Source: an optimization exercise on an open RTL-to-GDS flow (aim: small area). Production flows keep margins and buffers that such runs may drop.
In this exercise RTL edits were held to simulation tests only and were not proved equivalent to the original.
No activity file was given, so power comes from the tool's default toggle rates.

==> flow/design.v <==
`timescale 1ns / 1ps
module pipeline_top(
    input         clk,
    input         reset,
    output [8:0]  imem_addr,
    input  [31:0] imem_rdata,
    output [7:0]  dmem_addr,
    input  [63:0] dmem_rdata,
    output [63:0] dmem_wdata,
    output        dmem_we
    );
    reg [8:0] pc;
    always @(posedge clk or posedge reset)
        if (reset) pc <= 9'd0;
        else       pc <= pc + 9'd1;
    assign imem_addr = pc;
    wire [3:0] f_op    = imem_rdata[31:28];
    wire       f_load  = (f_op == 4'b1010);
    wire       f_store = (f_op == 4'b1011);
    wire       f_wreg  = ~(f_store | (f_op == 4'b1111));
    wire       f_mem   = f_load | f_store;
    wire [1:0] f_dst   = f_load ? imem_rdata[27:26] : imem_rdata[23:22];
    reg       d_mem, d_wreg;
    reg [1:0] d_ra, d_dst;
    reg [7:0] d_addr;
    always @(posedge clk or posedge reset)
        if (reset) begin
            d_mem  <= 1'b0;
            d_wreg <= 1'b0;
        end else begin
            d_mem  <= f_mem;
            d_wreg <= f_wreg;
        end
    always @(posedge clk) begin
        d_ra   <= imem_rdata[27:26];
        d_dst  <= f_dst;
        d_addr <= imem_rdata[21:14];
    end
    reg [63:0] r0, r1, r2, r3;
    reg [3:0]  valid;
    wire [3:0] rsel;
    assign rsel[0] = valid[0] & (d_ra == 2'd0);
    assign rsel[1] = valid[1] & (d_ra == 2'd1);
    assign rsel[2] = valid[2] & (d_ra == 2'd2);
    assign rsel[3] = valid[3] & (d_ra == 2'd3);
    wire [63:0] rdata = ({64{rsel[0]}} & r0) | ({64{rsel[1]}} & r1) |
                        ({64{rsel[2]}} & r2) | ({64{rsel[3]}} & r3);
    reg        e_mem, e_wreg;
    reg [1:0]  e_dst;
    reg [7:0]  e_addr;
    reg [63:0] e_val;
    always @(posedge clk or posedge reset)
        if (reset) begin
            e_mem  <= 1'b0;
            e_wreg <= 1'b0;
        end else begin
            e_mem  <= d_mem;
            e_wreg <= d_wreg;
        end
    always @(posedge clk) begin
        e_dst  <= d_dst;
        e_addr <= d_addr;
        e_val  <= rdata;
    end
    reg        m_mem, m_wreg;
    reg [1:0]  m_dst;
    reg [7:0]  m_addr;
    reg [63:0] m_val;
    always @(posedge clk or posedge reset)
        if (reset) begin
            m_mem  <= 1'b0;
            m_wreg <= 1'b0;
        end else begin
            m_mem  <= e_mem;
            m_wreg <= e_wreg;
        end
    always @(posedge clk) begin
        m_dst  <= e_dst;
        m_addr <= e_addr;
        m_val  <= e_val;
    end
    wire   m_load     = m_mem & m_wreg;
    assign dmem_we    = m_mem & ~m_wreg;
    assign dmem_addr  = m_addr;
    assign dmem_wdata = m_val;
    reg        w_wreg;
    reg [1:0]  w_dst;
    reg [63:0] w_val;
    always @(posedge clk or posedge reset)
        if (reset) w_wreg <= 1'b0;
        else       w_wreg <= m_wreg;
    always @(posedge clk) begin
        w_dst <= m_dst;
        w_val <= m_load ? dmem_rdata : m_val;
    end
    wire [3:0] we;
    assign we[0] = w_wreg & (w_dst == 2'd0);
    assign we[1] = w_wreg & (w_dst == 2'd1);
    assign we[2] = w_wreg & (w_dst == 2'd2);
    assign we[3] = w_wreg & (w_dst == 2'd3);
    always @(posedge clk or posedge reset)
        if (reset) valid <= 4'b0;
        else       valid <= valid | we;
    always @(posedge clk) begin
        if (we[0]) r0 <= w_val;
        if (we[1]) r1 <= w_val;
        if (we[2]) r2 <= w_val;
        if (we[3]) r3 <= w_val;
    end
endmodule
==> flow/config.mk <==
export PLATFORM = sky130hd
export DESIGN_NAME = pipeline_top
export DESIGN_NICKNAME = pipeline_top
export VERILOG_FILES = /design/flow/design.v
export SDC_FILE = /design/flow/constraint.sdc
export NUM_CORES = 4
export LEC_CHECK = 0
export CAP_MARGIN = 20
export CORE_MARGIN = 2
export CORE_UTILIZATION = 60
export SLEW_MARGIN = 20
==> flow/constraint.sdc <==
create_clock -name core_clock -period 5.0 [get_ports {clk}]
set_input_delay 1.0000 -clock core_clock [delete_from_list [all_inputs] [get_ports {clk}]]
set_output_delay 1.0000 -clock core_clock [all_outputs]
set_load 0.01 [all_outputs]
standard.sh (not shown) runs the stock make flow with config.mk's settings and CLKGATE_MAP_FILE= SYNTH_SCRIPT=/design/flow/synth_recipe.tcl, a recipe that flattens the netlist after the stock synthesis.
==> flow/flow/run.sh <==
#!/bin/bash
# Standard ORFS layout (standard.sh) with smaller port buffers and a tuned clock tree.
set -euo pipefail
bash standard.sh \
  BUFFER_PORTS_ARGS="-buffer_cell sky130_fd_sc_hd__buf_1" \
  CTS_ARGS="-sink_clustering_enable -repair_clock_nets -dont_use_dummy_load -buf_list sky130_fd_sc_hd__clkbuf_4 -sink_clustering_size 12 -sink_clustering_max_diameter 40"  \
  finish > standard_flow.log 2>&1
Edit:
==> flow/flow/run.sh (replaced) <==
#!/bin/bash
# Standard ORFS layout (standard.sh) with smaller port buffers and a tuned clock tree.
set -euo pipefail
bash standard.sh \
  BUFFER_PORTS_ARGS="-buffer_cell sky130_fd_sc_hd__buf_1" \
  CTS_ARGS="-sink_clustering_enable -repair_clock_nets -dont_use_dummy_load -buf_list sky130_fd_sc_hd__clkbuf_4 -sink_clustering_size 10 -sink_clustering_max_diameter 50"  \
  finish > standard_flow.log 2>&1
--- a/flow/config.mk
+++ b/flow/config.mk
@@ -7,5 +7,5 @@
 export LEC_CHECK = 0
-export CAP_MARGIN = 20
+export CAP_MARGIN = 0
 export CORE_MARGIN = 2
-export CORE_UTILIZATION = 60
-export SLEW_MARGIN = 20
+export CORE_UTILIZATION = 40
+export SLEW_MARGIN = 0
Setup slack improves by 0.10 ns.
Die area increases by 49%.
Sequential power hardly moves.
Cell count increases by 14%.
Register-to-register slack improves by 0.18 ns.
Global-route usage decreases by 6.5 points.
Wire length increases by 3.0%.
Sequential share of layout area decreases by 1.2 points.
Synthesized area stays the same.
Edit:
==> flow/flow/run.sh (replaced) <==
#!/bin/bash
# Standard ORFS layout (standard.sh) with smaller port buffers and a tuned clock tree.
set -euo pipefail
bash standard.sh \
  BUFFER_PORTS_ARGS="-buffer_cell sky130_fd_sc_hd__buf_1" \
  CTS_ARGS="-sink_clustering_enable -repair_clock_nets -dont_use_dummy_load -buf_list sky130_fd_sc_hd__clkbuf_16 -sink_clustering_size 40 -sink_clustering_max_diameter 50"  \
  finish > standard_flow.log 2>&1
--- a/flow/config.mk
+++ b/flow/config.mk
@@ -7,5 +7,5 @@
 export LEC_CHECK = 0
-export CAP_MARGIN = 0
+export CAP_MARGIN = 20
 export CORE_MARGIN = 2
-export CORE_UTILIZATION = 40
-export SLEW_MARGIN = 0
+export CORE_UTILIZATION = 60
+export SLEW_MARGIN = 20
=> Die area drops by about 33%; worst setup slack degrades by 0.087 ns; design area climbs by 1.4%; global-route usage climbs by 6.3 points.

## what the ideal ports hide
The results above use ideal ports. As a check the final layouts listed here were re-extracted and re-timed, cells and wires unchanged.
Step 1, drivers: a clkbuf_16 drives clk and a buf_2 each remaining input, both assumed.
Step 2 also shifts input and output timing later by t, the mid clock arrival at the registers, as if the neighbouring blocks saw the same clock.
a / b / c = ideal ports / drivers / drivers and shift; a / b = the first two.
run | shift t [ns] | setup WS [ns] | worst setup path at the end | clock arrival spread, ns | worst register clock-pin slew, ns
the first run | 0.714 | 2.416 / 2.416 / 2.416 | register to register | 0.053 / 0.053 | 0.12 / 0.12
the second run | 0.788 | 2.517 / 2.471 / 2.596 | register to register | 0.062 / 0.062 | 0.11 / 0.11
the third run | 0.551 | 2.430 / 2.430 / 2.430 | register to register | 0.034 / 0.034 | 0.09 / 0.09
After both steps every run listed still meets setup and hold.
